From an optimization exercise on the open Yosys and OpenROAD flow, aimed at small area, a short achievable clock period and few clock cycles per item; shortcuts taken in it are not production practice.
RTL that was checked went through simulation tests only; none was proved equivalent to the original.
Function not checked in run 5: the RTL went through the layout flow alone.

==> flow/design.v <==
module divider_400bit (
    input wire clk,
    input wire rst,
    input wire start,
    input wire [399:0] dividend,
    input wire [7:0] divisor,
    output reg [399:0] quotient,
    output reg done
);
    reg busy;                     
    reg [4:0] idx;             
    reg [13:0] chunk;            
    reg [7:0] rem;                
    reg [7:0] dvs;                
    reg [9:0] mul3;            
    wire [13:0] nchunk;
    wire [28:0] sel;             
    genvar g;
    for (g = 0; g < 29; g = g + 1) begin : sel_
        assign sel[g] = idx == g;
    end
    div400_chunk_mux chunk_mux (.dividend(dividend), .sel(sel), .chunk(nchunk));
    wire [7:0] r0 = rem;
    wire [9:0] t0 = {r0, chunk[13:12]};
    wire [10:0] df0_1 = {1'b0, t0} - {1'b0, {2'd0, dvs}};
    wire [10:0] df0_2 = {1'b0, t0} - {1'b0, ({2'd0, dvs} << 1)};
    wire [10:0] df0_3 = {1'b0, t0} - {1'b0, mul3};
    reg [7:0] r1;
    reg [1:0] q0;
    always @* begin
        r1 = t0[7:0];
        q0 = 2'd0;
        if (!df0_1[10]) begin r1 = df0_1[7:0]; q0 = 2'd1; end
        if (!df0_2[10]) begin r1 = df0_2[7:0]; q0 = 2'd2; end
        if (!df0_3[10]) begin r1 = df0_3[7:0]; q0 = 2'd3; end
    end
    wire [9:0] t1 = {r1, chunk[11:10]};
    wire [10:0] df1_1 = {1'b0, t1} - {1'b0, {2'd0, dvs}};
    wire [10:0] df1_2 = {1'b0, t1} - {1'b0, ({2'd0, dvs} << 1)};
    wire [10:0] df1_3 = {1'b0, t1} - {1'b0, mul3};
    reg [7:0] r2;
    reg [1:0] q1;
    always @* begin
        r2 = t1[7:0];
        q1 = 2'd0;
        if (!df1_1[10]) begin r2 = df1_1[7:0]; q1 = 2'd1; end
        if (!df1_2[10]) begin r2 = df1_2[7:0]; q1 = 2'd2; end
        if (!df1_3[10]) begin r2 = df1_3[7:0]; q1 = 2'd3; end
    end
    wire [9:0] t2 = {r2, chunk[9:8]};
    wire [10:0] df2_1 = {1'b0, t2} - {1'b0, {2'd0, dvs}};
    wire [10:0] df2_2 = {1'b0, t2} - {1'b0, ({2'd0, dvs} << 1)};
    wire [10:0] df2_3 = {1'b0, t2} - {1'b0, mul3};
    reg [7:0] r3;
    reg [1:0] q2;
    always @* begin
        r3 = t2[7:0];
        q2 = 2'd0;
        if (!df2_1[10]) begin r3 = df2_1[7:0]; q2 = 2'd1; end
        if (!df2_2[10]) begin r3 = df2_2[7:0]; q2 = 2'd2; end
        if (!df2_3[10]) begin r3 = df2_3[7:0]; q2 = 2'd3; end
    end
    wire [9:0] t3 = {r3, chunk[7:6]};
    wire [10:0] df3_1 = {1'b0, t3} - {1'b0, {2'd0, dvs}};
    wire [10:0] df3_2 = {1'b0, t3} - {1'b0, ({2'd0, dvs} << 1)};
    wire [10:0] df3_3 = {1'b0, t3} - {1'b0, mul3};
    reg [7:0] r4;
    reg [1:0] q3;
    always @* begin
        r4 = t3[7:0];
        q3 = 2'd0;
        if (!df3_1[10]) begin r4 = df3_1[7:0]; q3 = 2'd1; end
        if (!df3_2[10]) begin r4 = df3_2[7:0]; q3 = 2'd2; end
        if (!df3_3[10]) begin r4 = df3_3[7:0]; q3 = 2'd3; end
    end
    wire [9:0] t4 = {r4, chunk[5:4]};
    wire [10:0] df4_1 = {1'b0, t4} - {1'b0, {2'd0, dvs}};
    wire [10:0] df4_2 = {1'b0, t4} - {1'b0, ({2'd0, dvs} << 1)};
    wire [10:0] df4_3 = {1'b0, t4} - {1'b0, mul3};
    reg [7:0] r5;
    reg [1:0] q4;
    always @* begin
        r5 = t4[7:0];
        q4 = 2'd0;
        if (!df4_1[10]) begin r5 = df4_1[7:0]; q4 = 2'd1; end
        if (!df4_2[10]) begin r5 = df4_2[7:0]; q4 = 2'd2; end
        if (!df4_3[10]) begin r5 = df4_3[7:0]; q4 = 2'd3; end
    end
    wire [9:0] t5 = {r5, chunk[3:2]};
    wire [10:0] df5_1 = {1'b0, t5} - {1'b0, {2'd0, dvs}};
    wire [10:0] df5_2 = {1'b0, t5} - {1'b0, ({2'd0, dvs} << 1)};
    wire [10:0] df5_3 = {1'b0, t5} - {1'b0, mul3};
    reg [7:0] r6;
    reg [1:0] q5;
    always @* begin
        r6 = t5[7:0];
        q5 = 2'd0;
        if (!df5_1[10]) begin r6 = df5_1[7:0]; q5 = 2'd1; end
        if (!df5_2[10]) begin r6 = df5_2[7:0]; q5 = 2'd2; end
        if (!df5_3[10]) begin r6 = df5_3[7:0]; q5 = 2'd3; end
    end
    wire [9:0] t6 = {r6, chunk[1:0]};
    wire [10:0] df6_1 = {1'b0, t6} - {1'b0, {2'd0, dvs}};
    wire [10:0] df6_2 = {1'b0, t6} - {1'b0, ({2'd0, dvs} << 1)};
    wire [10:0] df6_3 = {1'b0, t6} - {1'b0, mul3};
    reg [7:0] r7;
    reg [1:0] q6;
    always @* begin
        r7 = t6[7:0];
        q6 = 2'd0;
        if (!df6_1[10]) begin r7 = df6_1[7:0]; q6 = 2'd1; end
        if (!df6_2[10]) begin r7 = df6_2[7:0]; q6 = 2'd2; end
        if (!df6_3[10]) begin r7 = df6_3[7:0]; q6 = 2'd3; end
    end
    wire [13:0] qk = {q0, q1, q2, q3, q4, q5, q6};
    always @(posedge clk) begin
        dvs <= divisor;
        mul3 <= 10'd3 * {2'd0, divisor};
        chunk <= nchunk;
        rem <= busy ? r7 : 8'd0;
        if (busy)
            quotient <= {quotient[385:0], qk};
    end
    always @(posedge clk or posedge rst) begin
        if (rst) begin
            busy <= 1'b0;
            done <= 1'b0;
            idx <= 5'd0;
        end else begin
            done <= 1'b0;
            if (busy) begin
                if (idx == 5'd29) begin
                    busy <= 1'b0;
                    done <= 1'b1;
                    idx <= 5'd0;
                end else begin
                    idx <= idx + 1'b1;
                end
            end else if (start) begin
                busy <= 1'b1;
                idx <= 5'd1;
            end
        end
    end
endmodule
module div400_chunk_mux (
    input wire [399:0] dividend,
    input wire [28:0] sel,
    output wire [13:0] chunk
);
    wire [405:0] dpad = {6'd0, dividend};
    genvar b, j;
    generate
        for (b = 0; b < 14; b = b + 1) begin : bit_
            wire [28:0] hit;
            for (j = 0; j < 29; j = j + 1) begin : chunk_
                assign hit[j] = dpad[405 - 14*j - (13 - b)] & sel[j];
            end
            assign chunk[b] = |hit;
        end
    endgenerate
endmodule
==> flow/flow/run.sh <==
#!/bin/bash
# Own layout flow: the standard flow (standard.sh) with smaller port buffers,
# a lighter clock tree and a timing-repair margin. Every tool's output goes to a log
# file in this folder (make_*.log) and ORFS's own logs under orfs/logs/.
set -euo pipefail
cd "$(dirname "$0")/.."
# Port buffers: one small buffer on every input and output port.
export BUFFER_PORTS_ARGS="-buffer_cell sky130_fd_sc_hd__buf_1"
# Clock tree: smaller clock buffers, bigger sink clusters, no dummy loads.
export CTS_ARGS="-sink_clustering_enable -repair_clock_nets -buf_list {sky130_fd_sc_hd__clkbuf_16} -sink_clustering_size 30 -sink_clustering_max_diameter 100 -dont_use_dummy_load"
# Timing repair aims for this much setup slack (ns) at the design's clock period.
export SETUP_SLACK_MARGIN=30.2
export TNS_END_PERCENT=10
# Synthesis: leave adders as plain gates for ABC (no full/half-adder cells); the
# registers are the standard synthesis's.
export ADDER_MAP_FILE=
bash standard.sh finish > make_finish.log 2>&1
==> flow/standard.sh <==
#!/bin/bash
# synth_recipe.tcl (not shown) runs the flow's synth.tcl, then flattens the netlist and writes it again
# the make line also repeats each setting of config.mk as NAME=value (left out here)
make -C /OpenROAD-flow-scripts/flow DESIGN_CONFIG=/design/flow/config.mk WORK_HOME=/design/flow/orfs CLKGATE_MAP_FILE= SYNTH_SCRIPT=/design/flow/synth_recipe.tcl "${@:-finish}"
==> flow/config.mk <==
export PLATFORM = sky130hd
export DESIGN_NAME = divider_400bit
export DESIGN_NICKNAME = divider_400bit
export VERILOG_FILES = /design/flow/design.v
export SDC_FILE = /design/flow/constraint.sdc
export NUM_CORES = 4
export LEC_CHECK = 0
export ABC_AREA = 1
export CAP_MARGIN = 20
export CORE_MARGIN = 2
export CORE_UTILIZATION = 40
export SLEW_MARGIN = 20
==> flow/constraint.sdc <==
create_clock -name core_clock -period 40.0 [get_ports {clk}]
set_input_delay 8.0000 -clock core_clock [delete_from_list [all_inputs] [get_ports {clk}]]
set_output_delay 8.0000 -clock core_clock [all_outputs]
set_load 0.01 [all_outputs]
==> results.txt, run 1 <==
Status:
- The flow ran to the end and the layout has no timing, DRC or antenna violations.

STA:
- Setup violations remaining at the end of the flow were counted as 0.
- The time the worst path needs with I/O delays and setup is approximately 9500 ps.
- Setup repair after global routing left no endpoint under its margin.
- The worst slack on hold paths is about 400 ps.
- Measured against its own limit, the worst slew margin works out to 0.2744.
- The measured slew at the worst slew-check pin is 1088 ps.
- Timing would allow up to 105.0 MHz.
- The setup slack of the critical path after layout is between 30000 and 40000 ps.
- The number of pins exceeding their max-slew limit in the final report is 0.
- The final-layout setup total negative slack is 0 ps.
- For the final database, setup skew stands at slightly below 60 ps.
- The final cycle utilization of the critical path is 0.2382.
- The final hold violation count was 0.

Synthesis:
- Counting flops with an async set or reset pin after synthesis yields a share of 0.01570.
- The most common cell in the synthesized netlist is nand2_1.
- Of the total synthesized cell area, the portion taken by full adders, half adders and majority gates is 0.
- The share of the Yosys chip area taken by registers is 0.4920.
- By count the netlist is led by 931 x nand2_1, 400 x edfxtp_1, 349 x nand3_1, 219 x nor2_1, 189 x inv_1.
- The biggest area consumer among synthesized cells is edfxtp_1.
- The count of cell types in the netlist is about 60.
- When the netlist entered floorplanning its net count stood at between 3000 and 4000.
- By area, the combinational part of the netlist is dominated by simple AND/OR/NAND/NOR gates.
- Synthesis inferred roughly 450 register bits.
- By area the synthesized netlist is led by edfxtp_1 46%, nand2_1 13%, nand3_1 6.6%.
- The multiplexer area fraction after synthesis is 0.
- The share of synthesized area in the top cell type comes to 0.4558.
- Dividing the synthesized area by the synthesized cell count gives 8.584 sq um.
- The complex-gate fraction of the synthesized area is 0.09790.
- The cell area after technology mapping is 0.02635 sq mm.
- Yosys mapped a number of flops with a built-in enable equal to 400.
- The xor/xnor cell area share of the yosys netlist is 0.02326.
- Of the total synthesized cell area, the portion taken by AND, OR, NAND and NOR gates is 0.3353.
- After technology mapping, the gate count stands at approximately 3100.
- For this run, the number of Yosys warnings is 1.
- Among all flip-flop cells after synthesis, the most frequent one is edfxtp_1.

Worst setup path:
- The signal arrival time at the worst endpoint is approximately 10000 ps.
- The type of the worst setup path is primary input to flip-flop.
- The element type at the critical path end is a flip-flop.
- The maximum fanout along the worst path is 1.
- The worst path required time is between 40000 and 50000 ps.
- The worst setup path is launched from a primary input.

Drt:
- Dividing the detail-routed via count by the number of cells gives approximately 5.5.
- In the final routed layout, each cell accounts on average for approximately 24 um.
- For this run, the detailed router's first-pass iteration total came to 5.
- The post-detailed-routing wire length is about 110 mm.
- The final routed DRC violation total is 0.
- Once detail routing completed, the nets flagged for antenna violations numbered 0.
- After the first detailed-routing iteration, the DRC count stood at roughly 2700.
- The via count of the routed design is 26850.

Die:
- In this run the vertical extent of the chip is about 260 um.
- For this configuration, the core starts out at a cell density of 0.4023.
- The die is around 260 um wide.
- The core region is roughly 0.066 sq mm.
- After floorplanning, the core was divided into 94 placement rows.
- The die area is between 0.06 and 0.07 sq mm.
- The number of placed I/O pins is a little over 800.

Placed design:
- Timing analysis after detailed placement gives a worst setup slack of 29750 ps.
- The wire-length estimate of the detail-placed layout is a little under 90 mm.
- At the end of routability-driven placement, the weighted congestion stood at ~1.
- During placement, the flow inserted port buffers numbering 811.

Final layout:
- The number of nets in the layout is approximately 4400.
- Summing all multi-input logic gate instances after layout gives about 0.013 sq mm.
- The share of final-layout standard cells stronger than drive strength 1 is 0.1924.
- After filler insertion, the fill cell instance count of the layout stands at 6357.
- The relative area change from synthesis to final layout is 27.35%.
- Summing all flip-flop and latch instances after layout gives roughly 0.013 sq mm.

Clocking:
- The number of clock sinks is ~450.
- The hold-fix buffer count after cts is 0.
- The maximum level of the CTS H-tree is 1.
- The number of clock buffers inserted by TritonCTS is 21.
- The cell chosen for the clock root is clkbuf_16.
- For the worst-skew pair, the clock arrives at the later sink with an insertion delay of about 580 ps.
- The CTS clock-pin slew for the worst setup and hold paths is about 100 ps.
- Counting along the longest clock path gives a buffer depth of 3.
- The clock tree from TritonCTS is built.

Global routing:
- The wire length of the first global-routing pass is 156.2 mm.
- After global routing the overflow that remains totals 0.
- In the global route stage, overall resource usage came out at 0.3125.
- The number of global-route vias before repair is approximately 24000.
- Entering global routing, the biggest net connects 87 pins.
- The number of antenna violations at the first check in global routing is 14.

Run:
- The tool flagged a number of max-cap violations equal to 0.

Worst hold path:
- The class of the tightest hold or removal check is flip-flop to flip-flop.
-- logic make-up (layout without fill, tap and decap cells) --
family | Yosys count | after routing
compound gates | 372 | 372
xor+xnor | 70 | 70
buf+inv | 325 | 1237
flops | 446 | 446
other cells | 0 | 9
simple gates | 1857 | 1866
-- timing repair --
item / 4_1_cts / 5_1_grt
setup endpoints to repair: 10 / 10
setup buffers: 0 / 108
pin swaps: 0 / 93
gates resized for setup: 24 / 416
cloned: 0 / 11
-- layout by cell type, fill, tap and decap left out, drive strengths merged, types with 13 or more instances in the layout --
master and instances:
nand4 65, nor3 13, o21ai 85, nand3b 15
clkbuf 22, dfxtp 39, a221oi 63, nand2 1101
inv 245, edfxtp 400, nand3 397, a22o 53
buf 959, xor2 53, nor2 260, a21oi 104
a32o 17, xnor2 17
-- layer usage --
metal	vias up	wire (um)	track usage
li1	12463	-	-
met1	12720	43850	0.3821
met2	1349	54230	0.5223
met3	310	9213	0.05332
met4	8	7561	0.1757
met5	-	52	0
-- layout make-up --
| class | instances | share of cell area |
|---|---|---|
| multi-input cells | 2308 | 0.3988 |
| diodes | 9 | 0.0006710 |
| clock buffers | 21 | 0.01566 |
| flip-flops and latches | 446 | 0.3878 |
| repair inverters | 1 | 0.0003355 |
| well taps | 864 | 0.03221 |
| inverters | 255 | 0.03411 |
| repair buffers | 960 | 0.1304 |
-- per-stage QoR --
stage	instance area (sq um)	utilization	cells
3_5_place_dp	30410	0.4643	4715
6_report	33560	0.5123	4864
2_1_floorplan	26360	-	3070
3_3_place_gp	30410	0.4642	4714
4_1_cts	31040	0.4738	4736
5_1_grt	33560	0.5123	4863
-- worst max-delay path, stage by stage --
cell	delay, ps
buf_1	100
a22oi_1	720
nand3_1	470
nor4_1	450
nand3_1	160
-- flip-flops by register name, summed over array words and instances (netlist names) --
signal and flops:
done 1, busy 1, rem 8, idx 5
mul3 10, quotient 400, chunk 14, dvs 7
-- worst paths after layout --
| check | startpoint | to | slack, ps | cells after the start |
|---|---|---|---|---|
| min | quotient[148]$_DFFE_PP_ | quotient[162]$_DFFE_PP_ | 410 | 0 |
| max in group asynchronous | rst | busy$_DFF_PP0_ | 32380 | 2 |
| max reg2reg | dvs[6]$_DFF_P_ | rem[7]$_SDFF_PN0_ | 30550 | 81 |
| min in group asynchronous | rst | done$_DFF_PP0_ | 7380 | 2 |
| min reg2reg | quotient[148]$_DFFE_PP_ | quotient[162]$_DFFE_PP_ | 410 | 0 |
| max | dividend[99] | chunk[1]$_DFF_P_ | 30470 | 5 |
Testbench counts, summed over its fixed seeds: cycles 9,600, items 320.
==> run 2, diff against run 1 <==
--- a/flow/flow/run.sh
+++ b/flow/flow/run.sh
@@ -7,10 +7,10 @@
 # Port buffers: one small buffer on every input and output port.
 export BUFFER_PORTS_ARGS="-buffer_cell sky130_fd_sc_hd__buf_1"
 # Clock tree: smaller clock buffers, bigger sink clusters, no dummy loads.
-export CTS_ARGS="-sink_clustering_enable -repair_clock_nets -buf_list {sky130_fd_sc_hd__clkbuf_16} -sink_clustering_size 30 -sink_clustering_max_diameter 100 -dont_use_dummy_load"
+export CTS_ARGS="-sink_clustering_enable -repair_clock_nets -buf_list {sky130_fd_sc_hd__clkbuf_4 sky130_fd_sc_hd__clkbuf_8} -sink_clustering_size 10 -sink_clustering_max_diameter 60 -dont_use_dummy_load"
 # Timing repair aims for this much setup slack (ns) at the design's clock period.
-export SETUP_SLACK_MARGIN=30.2
-export TNS_END_PERCENT=10
+export SETUP_SLACK_MARGIN=30.5
+export TNS_END_PERCENT=5
 # Synthesis: leave adders as plain gates for ABC (no full/half-adder cells); the
 # registers are the standard synthesis's.
 export ADDER_MAP_FILE=
--- a/flow/config.mk
+++ b/flow/config.mk
@@ -8,5 +8,6 @@
 export ABC_AREA = 1
 export CAP_MARGIN = 20
 export CORE_MARGIN = 2
-export CORE_UTILIZATION = 40
+export CORE_UTILIZATION = 46
+export PLACE_DENSITY = 0.7
 export SLEW_MARGIN = 20
==> run 2 against run 1 <==
  * Die area shrank 13%
  * Cell count shrank 3.3%
  * Largest cell class is now registers
  * Count of clock-buffer cells in the layout grew 33
  * Global-route usage grew 4.8 points
  * Non-clock buffer count shrank 77
  * Still clean
  * Synthesized area is the same
  * Synthesized cell count is the same
  * Hold slack gained 13 ps
==> results.txt, run 2 <==
Global routing:
- The number of global-route vias before repair came to 23997 (was 23964).
- The largest net degree at the start of global routing is 175 (was 87).
- The wire length of the first global-routing pass is 157.2 mm (was 156.2 mm).
- The total congestion overflow after global routing is 0 (unchanged).
- The overall global routing resource usage came to 0.3604 (was 0.3125).
- The number of antenna violations at the first check in global routing came to 6 (was 14).

Clocking:
- The cell chosen for the clock root is clkbuf_8 (was clkbuf_16).
- The number of clock sinks was 446 (unchanged).
- The clock latency on the worst-skew pair is 650 ps (was 580 ps).
- The clock tree from TritonCTS is built (unchanged).
- The number of clock buffers inserted by TritonCTS is 54 (was 21).
- The maximum level of the CTS H-tree is 2 (was 1).
- The CTS clock-pin slew for the worst setup and hold paths is 80 ps (was 100 ps).
- The deepest clock path buffer count came to 3 (unchanged).

Synthesis:
- The xor/xnor cell area share of the yosys netlist came to 0.02326 (unchanged).
- The number of storage elements in the synthesis netlist is 446 (unchanged).
- The instance count of the mapped netlist is 3070 (unchanged).
- The number of synthesized flops with an enable pin is 400 (unchanged).
- The sequential fraction of the synthesis area came to 0.4920 (unchanged).
- The biggest area consumer among synthesized cells is edfxtp_1 (unchanged).
- The cell area after technology mapping is 0.02635 sq mm (unchanged).
- The adder and majority cell fraction of the synthesized area is 0 (unchanged).
- The fraction of registers with async set or reset after synthesis is 0.01570 (unchanged).
- The proportion of netlist area held by the largest area contributor came to 0.4558 (unchanged).
- The count of cell types in the netlist is 59 (unchanged).
- Leading cell types by count after synthesis: 931 x nand2_1, 400 x edfxtp_1, 349 x nand3_1, 219 x nor2_1, 189 x inv_1 (unchanged).
- The post-synthesis area per instance came to 8.584 sq um (unchanged).
- The synthesized netlist net count is 3481 (unchanged).
- The total number of yosys warnings is 1 (unchanged).
- The leading cell type by number of instances after synthesis is nand2_1 (unchanged).
- The complex-gate fraction of the synthesized area was 0.09790 (unchanged).
- The largest family of logic cells by synthesized area is simple AND/OR/NAND/NOR gates (unchanged).
- Most area-consuming cells after synthesis: edfxtp_1 46%, nand2_1 13%, nand3_1 6.6% (unchanged).
- The multiplexer area fraction after synthesis is 0 (unchanged).
- The fraction of the mapped netlist area in simple logic gates was 0.3353 (unchanged).
- The dominant register cell in the synthesized netlist is edfxtp_1 (unchanged).

Final layout:
- The flip-flop count of the largest register after layout is 400 (unchanged).
- The commonest non-fill, non-tap cell in the layout is nand2_1 (was buf_1).
- The relative area change from synthesis to final layout is 21.23% (was 27.35%).
- The post-route standard cell area excluding fillers is 0.03195 sq mm (was 0.03356 sq mm).
- Registers with the highest flip-flop counts: quotient x400, chunk x14, mul3 x10 (unchanged).
- The number of filler instances in the final layout is 5316 (was 6357).
- The share of final-layout standard cells stronger than drive strength 1 is 0.1375 (was 0.1924).
- The utilization after layout was 0.5655 (was 0.5123).
- The number of nets in the layout is 4354 (was 4404).
- The register with the most flip-flops was quotient (unchanged).
- Most used cells in the layout excluding fill and tap cells: 908 x nand2_1, 811 x buf_1, 400 x edfxtp_1, 346 x nand3_1, 204 x nor2_1 (was 811 x buf_1, 808 x nand2_1, 400 x edfxtp_1, 322 x nand3_1, 227 x nand2_2).

STA:
- The time the worst path needs with I/O delays and setup is 9645 ps (was 9528 ps).
- The fmax came to 103.7 MHz (was 105.0 MHz).
- The measured slew at the worst slew-check pin was 1091 ps (was 1088 ps).
- The relative slew slack is 0.2724 (was 0.2744).
- The final-layout setup total negative slack is 0 ps (unchanged).
- The final count of negative-setup-slack endpoints came to 0 (unchanged).
- The final hold violation count was 0 (unchanged).
- The final cycle utilization of the critical path is 0.2411 (was 0.2382).
- Unrepaired setup endpoints after global routing: true (was false).
- The number of pins exceeding their max-slew limit in the final report is 0 (unchanged).
- The clock skew after layout came to 45.34 ps (was 59.40 ps).
- The worst slack on hold paths is 422.4 ps (was 409.0 ps).

Drt:
- The length of the first detailed-routing pass in iterations was 7 (was 5).
- The via count of the routed design is 26660 (was 26850).
- The detailed-route wire length per cell is 23.85 um (was 23.62 um).
- The first-iteration detailed-routing DRC count came to 2995 (was 2661).
- The final routed DRC violation total is 0 (unchanged).
- The via count normalized by instance count is 5.670 (was 5.520).
- The post-detailed-routing wire length is 112.1 mm (was 114.9 mm).
- The post-detailed-route count of antenna-violating nets is 0 (unchanged).

Placed design:
- The routability congestion estimate is 1.035 (was 0.9988).
- The total of buffers placed on input and output ports is 811 (unchanged).
- The post-detailed-placement half-perimeter wirelength came to 87.80 mm (was 88.82 mm).
- The cell area reported after detailed placement is 0.03026 sq mm (was 0.03041 sq mm).

Worst setup path:
- The largest incremental delay on the critical path is 810 ps (was 720 ps).
- The setup slack of the worst register-to-register path is 30490 ps (was 30550 ps).
- The critical path startpoint category is a primary input (unchanged).
- The worst reg2reg path startpoint is dvs[7]$_DFF_P_ (was dvs[6]$_DFF_P_).
- Worst-path cell chain: buf_1 > a22o_1 > a221oi_1 > nand4_1 > a2111oi_2 > nand4_1 (was buf_1 > a22oi_1 > nand3_1 > nor4_1 > nand3_1).
- The element type at the critical path end is a flip-flop (unchanged).
- The type of the worst setup path was primary input to flip-flop (unchanged).
- The worst-case reg-to-reg path depth is 79 (was 81).
- The maximum fanout along the worst path is 1 (unchanged).
- The library cell contributing the largest single delay on the critical path was a2111oi_2 (was a22oi_1).
- The cell with the most instances on the worst path is nand4_1 (was nand3_1).
- The endpoint of the lowest-slack register-to-register path is rem[7]$_SDFF_PN0_ (unchanged).
- The worst path required time is 40380 ps (was 40390 ps).
- The signal arrival time at the worst endpoint is 10030 ps (was 9920 ps).

Die:
- The starting density of the core is 0.4665 (was 0.4023).
- The number of placed I/O pins was 812 (unchanged).
- The area of the core region is 0.05650 sq mm (was 0.06551 sq mm).
- The die span in y was 243.4 um (was 260.7 um).
- The die area is 0.05922 sq mm (was 0.06795 sq mm).
- The width of the die came to 243.4 um (was 260.7 um).
- The number of core rows came to 87 (was 94).

Worst hold path:
- The class of the tightest hold or removal check is flip-flop to flip-flop (unchanged).
- The worst hold path depth is 0 (unchanged).
- The critical hold path startpoint was quotient[12]$_SDFFCE_PN1P_ (was quotient[148]$_DFFE_PP_).
- The terminating pin of the worst hold path is quotient[26]$_DFFE_PP_ (was quotient[162]$_DFFE_PP_).

Run:
- The number of max-cap violations was 0 (unchanged).

Status:
- Status: timing/DRC/antenna clean (unchanged).
run 2: worst max path at each step:
stage	from	end	slack [ps]	cells after the start
2_1_floorplan	dividend[146]	chunk[6]$_DFF_P_	30860	4
3_3_place_gp	dividend[135]	chunk[9]$_DFF_P_	29560	6
3_5_place_dp	dvs[2]$_DFF_P_	rem[0]$_SDFF_PN0_	29870	70
4_1_cts	dvs[7]$_DFF_P_	rem[0]$_SDFF_PN0_	30500	78
5_1_grt	dvs[6]$_DFF_P_	rem[7]$_SDFF_PN0_	29740	78
6_report	dividend[135]	chunk[9]$_DFF_P_	30350	6
run 2: final cells by class:
| class | instances | area, sq um | share of cell area |
|---|---|---|---|
| well taps | 756 | 945.9 | 0.02961 |
| diodes | 5 | 12.51 | 0.0003916 |
| repair buffers | 883 | 3744 | 0.1172 |
| flip-flops and latches | 446 | 13010 | 0.4071 |
| multi-input cells | 2303 | 12440 | 0.3892 |
| inverters | 255 | 1060 | 0.03317 |
| clock buffers | 54 | 743.2 | 0.02326 |
run 2: cells by family after synthesis:
group           Yosys count
flops                   446
simple gates           1857
xor+xnor                 70
buf+inv                 325
compound gates          372
run 2: routing by layer:
metal	share of wire	track usage	up-vias
met1	0.37	0.4441	12446
met4	0.060	0.1936	0
met5	0	0	-
met3	0.10	0.08989	295
met2	0.47	0.5831	1578
li1	-	-	12341
run 2: per-stage QoR:
step | cells | worst slack [ps]
finish | 4702 | 30350
global route | 4702 | 29740
CTS | 4660 | 30500
detailed placement | 4602 | 29870
global placement | 4601 | 29560
floorplan | 3070 | 30860
run 2: repair_timing:
item / CTS / global route
cloned: 1 / 4
resized for setup: 44 / 113
pin swaps: 3 / 26
hold buffers: 0 / 0
setup endpoints to repair: 10 / 11
setup buffers: 3 / 33
run 2: worst max-delay path, delay by kind of cell:
family / cells / cell delay [ps]
AND/OR/NAND/NOR: 2 / 500
AO/OA/AOI/OAI: 3 / 1410
buffers and inverters: 1 / 110
==> run 3, diff against run 2 <==
==> flow/flow/run.sh (replaced) <==
#!/bin/bash
# Own layout flow: the standard flow (standard.sh) with smaller port buffers, a
# lighter clock tree, adders left as plain gates for ABC, and a timing-repair margin
# up to clock tree synthesis only. Every tool's output goes to a log file in this
# folder (make_*.log) and ORFS's own logs under orfs/logs/.
set -euo pipefail
cd "$(dirname "$0")/.."
# Port buffers: one small buffer on every input and output port.
export BUFFER_PORTS_ARGS="-buffer_cell sky130_fd_sc_hd__buf_1"
# Clock tree: smaller clock buffers, bigger sink clusters, no dummy loads.
export CTS_ARGS="-sink_clustering_enable -repair_clock_nets -buf_list {sky130_fd_sc_hd__clkbuf_8} -sink_clustering_size 15 -sink_clustering_max_diameter 80 -dont_use_dummy_load"
# Synthesis: leave adders as plain gates for ABC (no full/half-adder cells); the
# registers are the standard synthesis's.
export ADDER_MAP_FILE=
export TNS_END_PERCENT=10
# Up to and including clock tree synthesis, timing repair aims for this much setup
# slack (ns) at the design's clock period; after it, for none beyond the constraints.
SETUP_SLACK_MARGIN=30.4 bash standard.sh cts > make_cts.log 2>&1
SETUP_SLACK_MARGIN=0 bash standard.sh finish > make_finish.log 2>&1
--- a/flow/config.mk
+++ b/flow/config.mk
@@ -8,6 +8,6 @@
 export ABC_AREA = 1
 export CAP_MARGIN = 20
 export CORE_MARGIN = 2
-export CORE_UTILIZATION = 46
-export PLACE_DENSITY = 0.7
+export CORE_UTILIZATION = 40
 export SLEW_MARGIN = 20
+export SYNTH_HIERARCHICAL = 1
==> run 3 against run 2 <==
  * Still clean on timing, DRC and antenna
  * Count of clock-buffer cells in the layout shrank 14
  * Wire length shrank 3.3%
  * Register-to-register slack lost 340 ps
  * Flip-flop and latch count is the same
  * Core utilization shrank 9.4 points
  * Hold slack gained 6.3 ps
  * Via count grew 2.1%
  * Maximum frequency shrank 2.1%
  * Non-clock buffer count shrank 27
  * First-iteration DRC count shrank 18%
==> results.txt, run 3 <==
Status:
- Status: timing/DRC/antenna clean (unchanged).

Die:
- The number of placed I/O pins was 812 (unchanged).
- The number of core rows came to 96 (was 87).
- The die span in y is 267.4 um (was 243.4 um).
- The width of the die was 267.4 um (was 243.4 um).
- The starting density of the core came to 0.4046 (was 0.4665).
- The die area came to 0.07149 sq mm (was 0.05922 sq mm).
- The area of the core region is 0.06859 sq mm (was 0.05650 sq mm).

STA:
- The clock skew after layout came to 60.46 ps (was 45.34 ps).
- The setup slack of the critical path after layout was 30150 ps (was 30350 ps).
- The worst slack on hold paths was 428.7 ps (was 422.4 ps).
- The time the worst path needs with I/O delays and setup is 9855 ps (was 9645 ps).
- Unrepaired setup endpoints after global routing: false (was true).
- The final hold violation count came to 0 (unchanged).
- The final count of negative-setup-slack endpoints was 0 (unchanged).
- The relative slew slack is 0.2307 (was 0.2724).
- The final cycle utilization of the critical path is 0.2464 (was 0.2411).
- The measured slew at the worst slew-check pin is 1150 ps (was 1091 ps).
- The final-layout setup total negative slack was 0 ps (unchanged).
- The fmax is 101.5 MHz (was 103.7 MHz).
- The number of pins exceeding their max-slew limit in the final report is 0 (unchanged).

Placed design:
- The post-detailed-placement half-perimeter wirelength was 85.85 mm (was 87.80 mm).
- The cell area reported after detailed placement was 0.03161 sq mm (was 0.03026 sq mm).
- The worst slack at placement is 29520 ps (was 29870 ps).
- The count of placed standard cells including taps was 5271 (was 4602).
- The routability congestion estimate is 0.9928 (was 1.035).
- The total of buffers placed on input and output ports is 811 (unchanged).

Clocking:
- The clock tree from TritonCTS is built (unchanged).
- The CTS clock-pin slew for the worst setup and hold paths is 100 ps (was 80 ps).
- The number of clock sinks is 446 (unchanged).
- The cell chosen for the clock root was clkbuf_8 (unchanged).
- The hold-fix buffer count after cts was 0 (unchanged).
- The deepest clock path buffer count is 3 (unchanged).
- The clock latency on the worst-skew pair is 610 ps (was 650 ps).
- The number of clock buffers inserted by TritonCTS was 40 (was 54).
- The maximum level of the CTS H-tree came to 2 (unchanged).

Synthesis:
- The total number of yosys warnings is 7 (was 1).
- The proportion of netlist area held by the largest area contributor is 0.4329 (was 0.4558).
- The biggest area consumer among synthesized cells is edfxtp_1 (unchanged).
- Leading cell types by count after synthesis: 1436 x nand2_1, 400 x edfxtp_1, 352 x nand3_1, 340 x nor2_1, 210 x inv_1 (was 931 x nand2_1, 400 x edfxtp_1, 349 x nand3_1, 219 x nor2_1, 189 x inv_1).
- The dominant register cell in the synthesized netlist was edfxtp_1 (unchanged).
- Most area-consuming cells after synthesis: edfxtp_1 43%, nand2_1 19%, nand3_1 6.3% (was edfxtp_1 46%, nand2_1 13%, nand3_1 6.6%).
- The number of synthesized flops with an enable pin is 400 (unchanged).
- The instance count of the mapped netlist is 3560 (was 3070).
- The post-synthesis area per instance was 7.794 sq um (was 8.584 sq um).
- The leading cell type by number of instances after synthesis is nand2_1 (unchanged).
- The cell area after technology mapping was 0.02775 sq mm (was 0.02635 sq mm).
- The fraction of registers with async set or reset after synthesis was 0.01570 (unchanged).
- The number of storage elements in the synthesis netlist is 446 (unchanged).
- The sequential fraction of the synthesis area is 0.4674 (was 0.4920).
- The count of cell types in the netlist is 57 (was 59).
- The synthesized netlist net count is 3971 (was 3481).

Final layout:
- The number of nets in the layout is 4800 (was 4354).
- Most used cells in the layout excluding fill and tap cells: 1434 x nand2_1, 811 x buf_1, 400 x edfxtp_1, 352 x nand3_1, 333 x nor2_1 (was 908 x nand2_1, 811 x buf_1, 400 x edfxtp_1, 346 x nand3_1, 204 x nor2_1).
- The flip-flop count of the largest register after layout was 400 (unchanged).
- The post-route standard cell area excluding fillers is 0.03237 sq mm (was 0.03195 sq mm).
- The final cell count without fillers is 5321 (was 4702).
- The commonest non-fill, non-tap cell in the layout was nand2_1 (unchanged).
- Registers with the highest flip-flop counts: quotient x400, chunk x14, mul3 x10 (unchanged).
- The relative area change from synthesis to final layout is 16.66% (was 21.23%).
- The register with the most flip-flops is quotient (unchanged).
- The share of final-layout standard cells stronger than drive strength 1 is 0.1124 (was 0.1375).

Drt:
- The post-detailed-routing wire length came to 108.5 mm (was 112.1 mm).
- The final routed DRC violation total was 0 (unchanged).
- The via count normalized by instance count is 5.115 (was 5.670).
- The length of the first detailed-routing pass in iterations is 8 (was 7).
- The first-iteration detailed-routing DRC count was 2470 (was 2995).
- The post-detailed-route count of antenna-violating nets is 0 (unchanged).
- The via count of the routed design is 27218 (was 26660).
- The detailed-route wire length per cell is 20.38 um (was 23.85 um).

Global routing:
- The number of antenna violations at the first check in global routing is 6 (unchanged).
- The wire length of the first global-routing pass is 156.7 mm (was 157.2 mm).
- The number of global-route vias before repair was 25615 (was 23997).
- The overall global routing resource usage is 0.2932 (was 0.3604).
- The largest net degree at the start of global routing is 83 (was 175).
- The total congestion overflow after global routing is 0 (unchanged).

Worst setup path:
- The largest incremental delay on the critical path was 370 ps (was 810 ps).
- The signal arrival time at the worst endpoint is 10330 ps (was 10030 ps).
- The kind of cell with the highest combined delay on the critical path is simple AND/OR/NAND/NOR gates (was compound AO/OA/AOI/OAI gates).
- The element type at the critical path end is a flip-flop (unchanged).
- The type of the worst setup path was flip-flop to flip-flop (was primary input to flip-flop).
- The library cell contributing the largest single delay on the critical path is dfxtp_1 (was a2111oi_2).
- The worst path required time was 40480 ps (was 40380 ps).
- The critical path startpoint category is a flip-flop (was primary input).
- The buffering stage count on the worst path with inverters included is 7 (was 1).
- The cell with the most instances on the worst path is nand2_1 (was nand4_1).
- The maximum fanout along the worst path is 16 (was 1).

Worst hold path:
- The class of the tightest hold or removal check is flip-flop to flip-flop (unchanged).

Run:
- The number of max-cap violations was 0 (unchanged).
[run 3: cell count changes after synthesis, sizes merged, moves of 17 or more]
cell / previous run / this run
a32o: 17 / 0
clkbuf: 36 / 5
a221oi: 63 / 0
buf: 34 / 64
nand2: 1101 / 1643
inv: 248 / 266
nor2: 256 / 378
a22o: 53 / 0
nand4: 65 / 27
[run 3: cell type report]
type | count | area [sq um]
flip-flops and latches | 446 | 12970
multi-input cells | 2771 | 13170
clock buffers | 40 | 550.5
repair buffers | 856 | 3426
inverters | 274 | 1079
diodes | 3 | 7.507
well taps | 931 | 1165
fillers | 7163 | 36220
[run 3: cells by family (layout without fill, tap and decap cells)]
| logic type | count (synthesis) | in the layout | share of synthesized area |
|---|---|---|---|
| compound gates | 218 | 218 | 0.04500 |
| buf+inv | 343 | 1170 | 0.06191 |
| xor+xnor | 68 | 68 | 0.02146 |
| other cells | 0 | 3 | 0 |
| simple gates | 2485 | 2485 | 0.4043 |
| flops | 446 | 446 | 0.4674 |
[run 3: stage by stage]
step	utilization
after global placement	0.4608
after global routing	0.4719
final	0.4719
after detailed placement	0.4609
after floorplan	-
after CTS	0.4718
[run 3: Yosys stat by module, one instance, submodules excluded]
module	times used	cells	cell area (sq um)
divider_400bit	1	2723	24380
div400_chunk_mux	1	837	3367
[run 3: final timing paths]
| check | end | cells past startpoint | startpoint | slack, ps |
|---|---|---|---|---|
| min | quotient[240]$_DFFE_PP_ | 0 | quotient[226]$_DFFE_PP_ | 430 |
| max reg2reg | rem[7]$_SDFF_PN0_ | 74 | dvs[1]$_DFF_P_ | 30150 |
| min reg2reg | quotient[240]$_DFFE_PP_ | 0 | quotient[226]$_DFFE_PP_ | 430 |
| max | rem[7]$_SDFF_PN0_ | 74 | dvs[1]$_DFF_P_ | 30150 |
| min in group asynchronous | done$_DFF_PP0_ | 2 | rst | 7340 |
| max in group asynchronous | idx[2]$_DFFE_PP0P_ | 2 | rst | 32330 |
[run 3: per-layer routing]
| layer | vias up | share of wire | track usage |
|---|---|---|---|
| li1 | 13196 | - | - |
| met1 | 12582 | 0.40 | 0.3682 |
| met2 | 1229 | 0.48 | 0.4967 |
| met3 | 207 | 0.082 | 0.05075 |
| met4 | 4 | 0.046 | 0.1250 |
| met5 | - | 0.00025 | 0 |
[run 3: repair_timing]
action | 4_1_cts | 5_1_grt
setup buffers | 7 | 0
resized for setup | 31 | 0
setup endpoints to repair | 10 | 0
==> run 4, diff against run 3 <==
--- a/flow/flow/run.sh
+++ b/flow/flow/run.sh
@@ -15,5 +15,5 @@
 export TNS_END_PERCENT=10
 # Up to and including clock tree synthesis, timing repair aims for this much setup
 # slack (ns) at the design's clock period; after it, for none beyond the constraints.
-SETUP_SLACK_MARGIN=30.4 bash standard.sh cts > make_cts.log 2>&1
+SETUP_SLACK_MARGIN=30.2 bash standard.sh cts > make_cts.log 2>&1
 SETUP_SLACK_MARGIN=0 bash standard.sh finish > make_finish.log 2>&1
--- a/flow/config.mk
+++ b/flow/config.mk
@@ -8,6 +8,6 @@
 export ABC_AREA = 1
 export CAP_MARGIN = 20
 export CORE_MARGIN = 2
-export CORE_UTILIZATION = 40
+export CORE_UTILIZATION = 46
+export PLACE_DENSITY = 0.7
 export SLEW_MARGIN = 20
-export SYNTH_HIERARCHICAL = 1
==> run 4 against run 3 <==
  * Worst setup slack lost 240 ps
  * Die area shrank 17%
  * Synthesized area shrank 5.0%
  * Cell area shrank 4.7%
  * Count of clock-buffer cells in the layout shrank 3
  * Maximum frequency shrank 2.4%
  * Via count shrank 3.1%
  * Cell count shrank 13%
  * Synthesized cell count shrank 14%
  * Critical endpoint is now rem[0]$_SDFF_PN0_
  * Highest routed layer is now met4
==> results.txt, run 4 <==
Status:
- Status: timing/DRC/antenna clean (unchanged).

Clocking:
- The maximum level of the CTS H-tree is 2 (unchanged).
- The number of clock buffers inserted by TritonCTS came to 37 (was 40).
- The CTS clock-pin slew for the worst setup and hold paths came to 100 ps (about the same).
- The clock latency on the worst-skew pair is 610 ps (about the same).
- The post-CTS setup repair buffer count is 0 (was 7).
- The number of clock sinks is 446 (unchanged).
- The deepest clock path buffer count is 3 (unchanged).
- The hold-fix buffer count after cts came to 0 (unchanged).
- The cell chosen for the clock root is clkbuf_8 (unchanged).
- The clock tree from TritonCTS is built (unchanged).
- The post-cts sizing count came to 14 (was 31).

Synthesis:
- The count of cell types in the netlist is 59 (was 57).
- The sequential fraction of the synthesis area is 0.4920 (was 0.4674).
- The number of synthesized flops with an enable pin was 400 (unchanged).
- Most area-consuming cells after synthesis: edfxtp_1 46%, nand2_1 13%, nand3_1 6.6% (was edfxtp_1 43%, nand2_1 19%, nand3_1 6.3%).
- The cell area after technology mapping is 0.02635 sq mm (was 0.02775 sq mm).
- Leading cell types by count after synthesis: 931 x nand2_1, 400 x edfxtp_1, 349 x nand3_1, 219 x nor2_1, 189 x inv_1 (was 1436 x nand2_1, 400 x edfxtp_1, 352 x nand3_1, 340 x nor2_1, 210 x inv_1).
- The proportion of netlist area held by the largest area contributor is 0.4558 (was 0.4329).
- The number of storage elements in the synthesis netlist is 446 (unchanged).
- The instance count of the mapped netlist is 3070 (was 3560).
- The synthesized netlist net count is 3481 (was 3971).
- The total number of yosys warnings is 1 (was 7).
- The fraction of registers with async set or reset after synthesis came to 0.01570 (unchanged).
- The biggest area consumer among synthesized cells is edfxtp_1 (unchanged).
- The post-synthesis area per instance is 8.584 sq um (was 7.794 sq um).
- The dominant register cell in the synthesized netlist is edfxtp_1 (unchanged).
- The leading cell type by number of instances after synthesis is nand2_1 (unchanged).

Final layout:
- The share of final-layout standard cells stronger than drive strength 1 came to 0.1105 (was 0.1124).
- The register with the most flip-flops is quotient (unchanged).
- The area used by multi-input combinational logic is 0.01207 sq mm (was 0.01317 sq mm).
- Most used cells in the layout excluding fill and tap cells: 931 x nand2_1, 811 x buf_1, 400 x edfxtp_1, 349 x nand3_1, 217 x nor2_1 (was 1434 x nand2_1, 811 x buf_1, 400 x edfxtp_1, 352 x nand3_1, 333 x nor2_1).
- The register cell area after layout was 0.01298 sq mm (was 0.01297 sq mm).
- The number of filler instances in the final layout is 5449 (was 7163).
- The relative area change from synthesis to final layout is 17.04% (was 16.66%).
- The commonest non-fill, non-tap cell in the layout is nand2_1 (unchanged).
- The final cell count without fillers is 4647 (was 5321).
- The flip-flop count of the largest register after layout is 400 (unchanged).
- The number of nets in the layout is 4297 (was 4800).
- Registers with the highest flip-flop counts: quotient x400, chunk x14, mul3 x10 (unchanged).

Placed design:
- The total of buffers placed on input and output ports was 811 (unchanged).
- The routability congestion estimate is 1.035 (was 0.9928).
- The count of placed standard cells including taps is 4602 (was 5271).
- The worst slack at placement is 29870 ps (was 29520 ps).
- The post-detailed-placement half-perimeter wirelength is 87.80 mm (was 85.85 mm).

Drt:
- The post-detailed-route count of antenna-violating nets was 0 (unchanged).
- The via count normalized by instance count is 5.676 (was 5.115).
- The post-detailed-routing wire length was 110.6 mm (was 108.5 mm).
- The first-iteration detailed-routing DRC count is 3115 (was 2470).
- The final routed DRC violation total was 0 (unchanged).
- The via count of the routed design is 26377 (was 27218).
- The detailed-route wire length per cell is 23.81 um (was 20.38 um).
- The length of the first detailed-routing pass in iterations is 6 (was 8).

Global routing:
- The largest net degree at the start of global routing is 175 (was 83).
- The number of global-route vias before repair is 23776 (was 25615).
- The total congestion overflow after global routing is 0 (unchanged).
- The wire length of the first global-routing pass came to 156.2 mm (was 156.7 mm).
- The overall global routing resource usage is 0.3582 (was 0.2932).
- The number of antenna violations at the first check in global routing is 7 (was 6).

STA:
- The relative slew slack is 0.2949 (was 0.2307).
- The fmax was 99.06 MHz (was 101.5 MHz).
- The measured slew at the worst slew-check pin is 1054 ps (was 1150 ps).
- The final cycle utilization of the critical path came to 0.2524 (was 0.2464).
- Unrepaired setup endpoints after global routing: false (unchanged).
- The final count of negative-setup-slack endpoints is 0 (unchanged).
- The time the worst path needs with I/O delays and setup was 10100 ps (was 9855 ps).
- The setup slack of the critical path after layout is 29900 ps (was 30150 ps).
- The number of pins exceeding their max-slew limit in the final report came to 0 (unchanged).
- The final hold violation count is 0 (unchanged).
- The clock skew after layout is 73.96 ps (was 60.46 ps).
- The final-layout setup total negative slack is 0 ps (unchanged).

Die:
- The width of the die is 243.4 um (was 267.4 um).
- The area of the core region is 0.05650 sq mm (was 0.06859 sq mm).
- The die area is 0.05922 sq mm (was 0.07149 sq mm).
- The die span in y was 243.4 um (was 267.4 um).
- The starting density of the core was 0.4665 (was 0.4046).
- The number of core rows came to 87 (was 96).
- The number of placed I/O pins is 812 (unchanged).

Worst setup path:
- The maximum fanout along the worst path is 15 (was 16).
- The type of the worst setup path is flip-flop to flip-flop (unchanged).
- The buffering stage count on the worst path with inverters included is 5 (was 7).
- The largest incremental delay on the critical path is 770 ps (was 370 ps).
- The critical path startpoint category is a flip-flop (unchanged).
- The kind of cell with the highest combined delay on the critical path is simple AND/OR/NAND/NOR gates (unchanged).
- The cell with the most instances on the worst path was nand2_1 (unchanged).
- The worst path required time is 40530 ps (was 40480 ps).
- The library cell contributing the largest single delay on the critical path is dfxtp_1 (unchanged).
- The signal arrival time at the worst endpoint is 10630 ps (was 10330 ps).
- The element type at the critical path end is a flip-flop (unchanged).

Run:
- The number of max-cap violations is 0 (unchanged).

Worst hold path:
- The class of the tightest hold or removal check is flip-flop to flip-flop (unchanged).
[run 4: cell count changes after synthesis, sizes merged, moves of 31 or more]
| cell | delta |
|---|---|
| a221oi | +63 |
| nor2 | -122 |
| clkbuf | +31 |
| nand4 | +38 |
| nand2 | -542 |
| a22o | +53 |
[run 4: logic make-up after synthesis]
kind of cell,synth area share
AOI/OAI and AO/OA,0.09790
xor gates and xnor gates,0.02326
buffers and inverters,0.05151
DFF,0.4920
and+or+nand+nor,0.3353
[run 4: final cells by class]
cell class                      instances  area share
Timing Repair Buffer                  847      0.1081
Antenna cell                            7   0.0005679
Tap cell                              756     0.03067
Clock buffer                           37     0.01651
Sequential cell                       446      0.4208
Multi-Input combinational cell       2299      0.3914
Inverter                              255     0.03192
[run 4: final timing paths]
path	from	end	slack [ps]	depth (start not counted)
max	mul3[6]$_DFF_P_	rem[0]$_SDFF_PN0_	29900	68
min	quotient[12]$_SDFFCE_PN1P_	quotient[26]$_DFFE_PP_	400	0
max reg2reg	mul3[6]$_DFF_P_	rem[0]$_SDFF_PN0_	29900	68
min reg2reg	quotient[12]$_SDFFCE_PN1P_	quotient[26]$_DFFE_PP_	400	0
max in group asynchronous	rst	busy$_DFF_PP0_	32480	2
min in group asynchronous	rst	idx[0]$_DFFE_PP0P_	7290	2
[run 4: routing by layer]
metal,routed length [um],track usage
met1,41380,0.4468
met2,51180,0.5823
met3,11370,0.07810
met4,6719,0.1909
met5,0,0
[run 4: per-stage QoR]
stage	util	area [sq um]	hold WS (ps)
3_3_place_gp	0.5354	30250	424.9
6_report	0.5460	30840	402.1
4_1_cts	0.5455	30820	403.1
5_1_grt	0.5459	30840	397.6
3_5_place_dp	0.5357	30260	429.4
2_1_floorplan	-	26360	474.8
==> run 5, diff against run 4 <==
--- a/flow/design.v
+++ b/flow/design.v
@@ -152,11 +152,25 @@
     genvar b, j;
     generate
         for (b = 0; b < 14; b = b + 1) begin : bit_
-            wire [28:0] hit;
-            for (j = 0; j < 29; j = j + 1) begin : chunk_
-                assign hit[j] = dpad[405 - 14*j - (13 - b)] & sel[j];
+            wire [29:0] hit;
+            wire [14:0] pn;
+            wire [15:0] pnx;
+            wire [3:0] gp;
+            for (j = 0; j < 30; j = j + 1) begin : chunk_
+                if (j < 29) begin : real_
+                    assign hit[j] = dpad[405 - 14*j - (13 - b)] & sel[j];
+                end else begin : none_
+                    assign hit[j] = 1'b0;
+                end
             end
-            assign chunk[b] = |hit;
+            for (j = 0; j < 15; j = j + 1) begin : pair_
+                assign pn[j] = ~(hit[2*j] | hit[2*j+1]);
+            end
+            assign pnx = {{1{1'b1}}, pn};
+            for (j = 0; j < 4; j = j + 1) begin : grp_
+                assign gp[j] = ~&pnx[4*j +: 4];
+            end
+            assign chunk[b] = |gp;
         end
     endgenerate
 endmodule
==> flow/flow/run.sh (replaced) <==
#!/bin/bash
# Own layout flow: the standard flow (standard.sh) with smaller port buffers,
# a lighter clock tree and a timing-repair margin. Every tool's output goes to a log
# file in this folder (make_*.log) and ORFS's own logs under orfs/logs/.
set -euo pipefail
cd "$(dirname "$0")/.."
# Port buffers: one small buffer on every input and output port.
export BUFFER_PORTS_ARGS="-buffer_cell sky130_fd_sc_hd__buf_1"
# Clock tree: smaller clock buffers, bigger sink clusters, no dummy loads.
export CTS_ARGS="-sink_clustering_enable -repair_clock_nets -buf_list {sky130_fd_sc_hd__clkbuf_8} -sink_clustering_size 15 -sink_clustering_max_diameter 80 -dont_use_dummy_load"
# Timing repair aims for this much setup slack (ns) at the design's clock period.
export SETUP_SLACK_MARGIN=30.2
export TNS_END_PERCENT=10
# Synthesis: leave adders as plain gates for ABC (no full/half-adder cells); the
# registers are the standard synthesis's.
export ADDER_MAP_FILE=
bash standard.sh finish > make_finish.log 2>&1
==> run 5 against run 4 <==
  * Register-to-register slack better by 660 ps
  * Flip-flop and latch count is the same
  * Global-route usage increased by 0.58 points
  * Synthesized area fell by 0.65%
  * Largest cell class unchanged
  * Hold slack gained 15 ps
  * Still clean on timing, DRC and antenna
  * Clock skew is 20 ps lower
  * Die area decreased by 0.64%
  * Core utilization is 3.0 points higher
  * Via count increased by 3.9%
  * Critical path type is now primary input to flip-flop
==> results.txt, run 5 <==
Worst setup path:
- The maximum fanout along the worst path was 1 (was 15).
- The cell with the most instances on the worst path is nand3_1 (was nand2_1).
- The worst path required time is 40440 ps (was 40530 ps).
- The largest incremental delay on the critical path came to 870 ps (was 770 ps).
- The buffering stage count on the worst path with inverters included is 1 (was 5).
- The library cell contributing the largest single delay on the critical path is a221oi_1 (was dfxtp_1).
- The kind of cell with the highest combined delay on the critical path is compound AO/OA/AOI/OAI gates (was simple AND/OR/NAND/NOR gates).
- The number of cells on the critical path is 7 (was 68).
- The setup slack of the worst register-to-register path is 30560 ps (was 29900 ps).
- The critical path startpoint category was a primary input (was flip-flop).
- The worst-case reg-to-reg path depth came to 73 (was 68).
- The signal arrival time at the worst endpoint is 10160 ps (was 10630 ps).
- The element type at the critical path end is a flip-flop (unchanged).
- The type of the worst setup path was primary input to flip-flop (was flip-flop to flip-flop).
- The critical path goes through buf_1 > nand2_1 > nand3_1 > a221oi_1 > nand3_1 > a2111oi_0 > nand4_1.

Synthesis:
- The number of synthesized flops with an enable pin came to 400 (unchanged).
- Leading cell types by count after synthesis: 1029 x nand2_1, 400 x edfxtp_1, 375 x nand3_1, 228 x nor2_1, 196 x inv_1 (was 931 x nand2_1, 400 x edfxtp_1, 349 x nand3_1, 219 x nor2_1, 189 x inv_1).
- The biggest area consumer among synthesized cells is edfxtp_1 (unchanged).
- The synthesized netlist net count was 3532 (was 3481).
- The leading cell type by number of instances after synthesis is nand2_1 (unchanged).
- The sequential fraction of the synthesis area is 0.4952 (was 0.4920).
- The post-synthesis area per instance is 8.390 sq um (was 8.584 sq um).
- The instance count of the mapped netlist is 3121 (was 3070).
- The count of cell types in the netlist is 64 (was 59).
- The fraction of registers with async set or reset after synthesis is 0.01570 (unchanged).
- The dominant register cell in the synthesized netlist is edfxtp_1 (unchanged).
- Most area-consuming cells after synthesis: edfxtp_1 46%, nand2_1 15%, nand3_1 7.2% (was edfxtp_1 46%, nand2_1 13%, nand3_1 6.6%).
- The proportion of netlist area held by the largest area contributor is 0.4587 (was 0.4558).
- The number of storage elements in the synthesis netlist came to 446 (unchanged).
- The cell area after technology mapping is 0.02618 sq mm (was 0.02635 sq mm).
- The total number of yosys warnings is 1 (unchanged).

STA:
- The number of pins exceeding their max-slew limit in the final report is 0 (unchanged).
- The final cycle utilization of the critical path came to 0.2431 (was 0.2524).
- The measured slew at the worst slew-check pin is 1306 ps (was 1054 ps).
- The final hold violation count is 0 (unchanged).
- The final-layout setup total negative slack is 0 ps (unchanged).
- The relative slew slack was 0.1293 (was 0.2949).
- Unrepaired setup endpoints after global routing: false (unchanged).
- The fmax is 102.9 MHz (was 99.06 MHz).
- The final count of negative-setup-slack endpoints was 0 (unchanged).
- The clock skew after layout is 54.08 ps (was 73.96 ps).
- The time the worst path needs with I/O delays and setup was 9723 ps (was 10100 ps).

Final layout:
- The number of filler instances in the final layout was 5238 (was 5449).
- The relative area change from synthesis to final layout was 24.07% (was 17.04%).
- The final cell count without fillers was 4789 (was 4647).
- The commonest non-fill, non-tap cell in the layout is nand2_1 (unchanged).
- Most used cells in the layout excluding fill and tap cells: 941 x nand2_1, 811 x buf_1, 400 x edfxtp_1, 358 x nand3_1, 200 x nor2_1 (was 931 x nand2_1, 811 x buf_1, 400 x edfxtp_1, 349 x nand3_1, 217 x nor2_1).
- The post-route standard cell area excluding fillers is 0.03249 sq mm (was 0.03084 sq mm).
- The area used by multi-input combinational logic is 0.01281 sq mm (was 0.01207 sq mm).
- The share of final-layout standard cells stronger than drive strength 1 is 0.1565 (was 0.1105).
- The number of nets in the layout is 4432 (was 4297).
- Registers with the highest flip-flop counts: quotient x400, chunk x14, mul3 x10 (unchanged).
- The register with the most flip-flops is quotient (unchanged).
- The flip-flop count of the largest register after layout was 400 (unchanged).
- The register cell area after layout came to 0.01302 sq mm (was 0.01298 sq mm).

Worst hold path:
- The worst hold path depth is 0 (unchanged).
- The class of the tightest hold or removal check is flip-flop to flip-flop (unchanged).

Clocking:
- The deepest clock path buffer count came to 3 (unchanged).
- The clock latency on the worst-skew pair was 620 ps (was 610 ps).
- The number of clock buffers inserted by TritonCTS is 39 (was 37).
- The cell chosen for the clock root is clkbuf_8 (unchanged).
- The hold-fix buffer count after cts is 0 (unchanged).
- The clock tree from TritonCTS is built (unchanged).
- The number of clock sinks is 446 (unchanged).
- The maximum level of the CTS H-tree was 2 (unchanged).
- The CTS clock-pin slew for the worst setup and hold paths is 110 ps (was 100 ps).

Die:
- The area of the core region is 0.05639 sq mm (was 0.05650 sq mm).
- The starting density of the core came to 0.4644 (was 0.4665).
- The die span in y is 242.6 um (was 243.4 um).
- The die area is 0.05885 sq mm (was 0.05922 sq mm).
- The number of core rows was 87 (unchanged).
- The number of placed I/O pins came to 812 (unchanged).
- The width of the die came to 242.6 um (was 243.4 um).

Drt:
- The post-detailed-route count of antenna-violating nets is 0 (unchanged).
- The final routed DRC violation total is 0 (unchanged).
- The via count of the routed design was 27412 (was 26377).
- The routed metal-1 wire length is 41.52 mm (was 41.38 mm).
- The length of the first detailed-routing pass in iterations was 10 (was 6).
- The post-detailed-routing wire length is 114.7 mm (was 110.6 mm).
- The met2 layer wire length in the routed design was 52.46 mm (was 51.18 mm).
- The first-iteration detailed-routing DRC count is 3342 (was 3115).
- The via count normalized by instance count is 5.724 (was 5.676).
- The top layer reached by signal wires is met5 (was met4).
- The detailed-route wire length per cell is 23.95 um (was 23.81 um).
- The met3 layer wire length in the routed design is 11.84 mm (was 11.37 mm).

Placed design:
- The routability congestion estimate is 1.060 (was 1.035).
- The post-detailed-placement half-perimeter wirelength is 89.45 mm (was 87.80 mm).
- The total of buffers placed on input and output ports came to 811 (unchanged).
- The count of placed standard cells including taps is 4650 (was 4602).
- The cell area reported after detailed placement is 0.03007 sq mm (was 0.03026 sq mm).

Global routing:
- The wire length of the first global-routing pass is 158.4 mm (was 156.2 mm).
- The number of antenna violations at the first check in global routing was 17 (was 7).
- The largest net degree at the start of global routing is 180 (was 175).
- The number of global-route vias before repair is 24036 (was 23776).
- The overall global routing resource usage came to 0.3639 (was 0.3582).
- The total congestion overflow after global routing was 0 (unchanged).

Run:
- The number of max-cap violations is 0 (unchanged).

Status:
- Status: timing/DRC/antenna clean (unchanged).
## run 5: layout make-up
class                   instances  share of cell area
multi-input cells            2363              0.3942
well taps                     756             0.02912
clock buffers                  39             0.01652
repair buffers                924              0.1261
flip-flops and latches        446              0.4007
diodes                         14            0.001078
inverters                     247             0.03224
## run 5: logic make-up after synthesis
logic type,count (synthesis),synth area share
AND/OR/NAND/NOR,1961,0.3474
XOR/XNOR,65,0.02203
AO/OA/AOI/OAI,328,0.08444
flip-flops,446,0.4952
buffers and inverters,321,0.05094
## run 5: worst paths after layout
kind                                                start                   endpoint
worst min-delay path            quotient[9]$_SDFFCE_PN1P_     quotient[23]$_DFFE_PP_
worst max register to register             dvs[6]$_DFF_P_  quotient[1]$_SDFFCE_PN1P_
min in group asynchronous                             rst         idx[2]$_DFFE_PP0P_
worst min register to register  quotient[9]$_SDFFCE_PN1P_     quotient[23]$_DFFE_PP_
worst max-delay path                        dividend[165]          chunk[11]$_DFF_P_
max in group asynchronous                             rst             busy$_DFF_PP0_
## run 5: per-stage QoR
step / util / worst slack [ps] / hold slack [ps]
2_1_floorplan: - / 30820 / 474.8
3_3_place_gp: 0.5331 / 29760 / 426.3
3_5_place_dp: 0.5332 / 29740 / 429.5
4_1_cts: 0.5436 / 30210 / 420.2
5_1_grt: 0.5759 / 30010 / 433.0
6_report: 0.5761 / 30280 / 417.2
## run 5: routing by layer
layer / track usage / up-vias
met1: 0.4459 / 12723
met5: 0 / -
li1: - / 12495
met4: 0.2219 / 2
met3: 0.07784 / 396
met2: 0.5903 / 1796
## run 5: repair_timing
item | CTS | global route
pin swaps | 0 | 52
resized for setup | 19 | 307
setup endpoints to repair | 10 | 11
cloned | 0 | 11
setup buffers | 0 | 75
endpoints found under the hold margin | 0 | 0

-- re-timing with driven ports --
The flow's constraints put no driver on any port. The routed layouts listed below were extracted and timed again, unchanged, in two steps. Step 1 sets driving cells, clkbuf_16 on the clock port and buf_2 on the other inputs (assumed; they add their load-dependent delay and slew). Step 2 moves the port delays by t, midway between the first and last clock arrival at a register: inputs arrive t later, outputs are due t later. That takes back most of the time a late clock gives input paths. Three values: no drivers, after step 1, after step 2; two values: the first two.
run	t (ns)	setup WS [ns]	worst setup path after step 2
run 1	0.611	30.472 / 30.478 / 29.867	input to register
run 2	0.691	30.355 / 30.395 / 29.704	input to register
run 3	0.647	30.145 / 30.145 / 30.145	register to register
run 4	0.640	29.905 / 29.905 / 29.792	input to register
run 5	0.643	30.277 / 30.301 / 29.658	input to register
After both steps every run listed still meets setup and hold. The setup slack of run 2, which loses most, moves by +0.040 ns with the drivers and by -0.651 ns with both steps.
